What follows belongs to an exercise in optimizing a design on an open flow for small area and a short achievable clock period; a production flow would make more cautious choices.
Only simulation tests tie the RTL to the original design; equivalence was not proved.

==> run G: inputs <==
## SystolicArray
module SystolicArray (
    output [31:0] out0_0, output [31:0] out0_1, output [31:0] out0_2, output [31:0] out0_3,
    output [31:0] out1_0, output [31:0] out1_1, output [31:0] out1_2, output [31:0] out1_3,
    output [31:0] out2_0, output [31:0] out2_1, output [31:0] out2_2, output [31:0] out2_3,
    output [31:0] out3_0, output [31:0] out3_1, output [31:0] out3_2, output [31:0] out3_3,
    input  [31:0] W0_i, input [31:0] W1_i, input [31:0] W2_i, input [31:0] W3_i,
    input  [31:0] N0_i, input [31:0] N1_i, input [31:0] N2_i, input [31:0] N3_i,
    input clk, input reset
);
clock: 25.0 ns
lec_check: 0
cap_margin: 20
core_margin: 2
core_utilization: 40
slew_margin: 20
synth_hierarchical: 1
standard.sh (not shown) runs the stock make flow with config.mk's settings and CLKGATE_MAP_FILE= SYNTH_SCRIPT=/design/flow/synth_recipe.tcl, a recipe that flattens the netlist after the stock synthesis.
==> flow/flow/run.sh <==
#!/bin/bash
# Standard ORFS layout with three changes:
#  - the timing repair steps are asked for extra setup margin, so that the achieved period is
#    optimised and not just the 25 ns clock;
#  - the port buffers are plain buffers (buf_2) instead of the delay cells buffer_ports picks;
#  - after placement, each output's flip-flop and port buffer are moved next to the output pin
#    (then legalised), so the register-to-output paths are short.
set -o pipefail
ARGS=(SETUP_SLACK_MARGIN=18.3 "BUFFER_PORTS_ARGS=-buffer_cell sky130_fd_sc_hd__buf_2")
bash standard.sh "${ARGS[@]}" place 2>&1 | tee standard_place.log || exit 1
RESDIR=$PWD/orfs/results/sky130hd/SystolicArray/base openroad -no_init -exit flow/move_out.tcl 2>&1 | tee move_out.log || exit 1
bash standard.sh "${ARGS[@]}" finish 2>&1 | tee standard_finish.log
==> flow/flow/move_out.tcl <==
# Move each output port's buffer, and the flip-flop that drives it, next to the port's pin.
proc move_output_flops {} {
  set block [ord::get_db_block]
  set core [$block getCoreArea]
  set cx0 [$core xMin]; set cy0 [$core yMin]; set cx1 [$core xMax]; set cy1 [$core yMax]
  set moved 0
  foreach bterm [$block getBTerms] {
    if {[$bterm getIoType] ne "OUTPUT"} continue
    set net [$bterm getNet]
    if {$net eq "NULL"} continue
    set buf ""
    foreach it [$net getITerms] { if {[$it isOutputSignal]} { set buf [$it getInst] } }
    if {$buf eq ""} continue
    set src ""
    foreach it [$buf getITerms] {
      if {[$it isInputSignal]} {
        set n2 [$it getNet]
        if {$n2 ne "NULL"} { foreach it2 [$n2 getITerms] { if {[$it2 isOutputSignal]} { set src [$it2 getInst] } } }
      }
    }
    if {$src eq ""} continue
    if {![string match "*df*" [[$src getMaster] getName]]} continue
    set bb [$bterm getBBox]
    set px [expr {([$bb xMin] + [$bb xMax]) / 2}]
    set py [expr {([$bb yMin] + [$bb yMax]) / 2}]
    set px [expr {max($cx0, min($cx1 - 20000, $px))}]
    set py [expr {max($cy0, min($cy1 - 5440, $py))}]
    $buf setLocation $px $py
    $buf setPlacementStatus PLACED
    $src setLocation $px $py
    $src setPlacementStatus PLACED
    incr moved
  }
  puts "moved $moved output flip-flops"
}

# run on the placed design, between the place and cts steps of the standard flow
set R $::env(RESDIR)
read_db $R/3_place.odb
move_output_flops
detailed_placement
check_placement
write_db $R/3_place.odb
==> inputs of run A, as changes to run G <==
--- a/flow/flow/run.sh
+++ b/flow/flow/run.sh
@@ -7,5 +7,5 @@
 #    (then legalised), so the register-to-output paths are short.
 set -o pipefail
-ARGS=(SETUP_SLACK_MARGIN=18.3 "BUFFER_PORTS_ARGS=-buffer_cell sky130_fd_sc_hd__buf_2")
+ARGS=(SETUP_SLACK_MARGIN=18.4 "BUFFER_PORTS_ARGS=-buffer_cell sky130_fd_sc_hd__buf_2")
 bash standard.sh "${ARGS[@]}" place 2>&1 | tee standard_place.log || exit 1
 RESDIR=$PWD/orfs/results/sky130hd/SystolicArray/base openroad -no_init -exit flow/move_out.tcl 2>&1 | tee move_out.log || exit 1
==> reports/qor.csv <==
stage,metric,value,unit
outcome,status,no timing/DRC/antenna violations,
critical_path,"Buf+Inv Stages, Crit Path",4,
cts,post-CTS sizing,1135,
cells_and_area,Final Non-Filler Cells,63500,
sta,Fmax,148,MHz
cells_and_area,multi-input gate area in the final layout,360000,sq um
drt,WL met3,179,mm
cells_and_area,filler cell count,98400,
cells_and_area,Signal buf overhead,5.51,%
sta,final setup margin,18260,ps
global_routing,gr usage total,30.4,%
critical_path,reg-to-reg endpoint,row[1].col[2].pe.s[28]$_DFF_P_,
sta,skew final,98.4,ps
critical_path,"most used cell, CP",buf_4,
[end of results for run G]
==> reports/qor.csv <==
stage,metric,value,unit
cts,post-CTS sizing,1571,
critical_path,"Buf+Inv Stages, Crit Path",1,
drt,WL met3,183,mm
cells_and_area,Final Non-Filler Cells,63800,
cells_and_area,multi-input gate area in the final layout,362000,sq um
critical_path,reg-to-reg endpoint,row[1].col[0].pe.s[26]$_DFF_P_,
cells_and_area,filler cell count,97700,
sta,final setup margin,18380,ps
sta,skew final,101,ps
sta,Fmax,151,MHz
outcome,status,no timing/DRC/antenna violations,
[end of results for run A]

==> what the ideal ports hide <==
In the flow no input, the clock included, has a driving cell. The finished layouts below were timed again as built, in two steps. Step 1 sets driving cells, clkbuf_16 on the clock port and buf_2 on the other inputs (assumed; they add their load-dependent delay and slew). Step 2 moves the port delays by t, midway between the first and last clock arrival at a register: inputs arrive t later, outputs are due t later. That takes back most of the time a late clock gives input paths. a / b / c = no drivers / after step 1 / after step 2; a / b = the first two.
run	shift t [ns]	slack for setup (ns)	hold WS [ns]	worst setup path at the end	worst slew at a driven data input, ns
run G	1.294	18.259 / 18.196 / 17.095	0.348 / 0.348 / 0.348	input to register	0.28
run A	1.291	18.385 / 18.207 / 17.234	0.348 / 0.348 / 0.348	input to register	0.28
After both steps every run listed still meets setup and hold. The setup slack of run G, which loses most, moves by -0.063 ns with the drivers and by -1.164 ns with both steps.
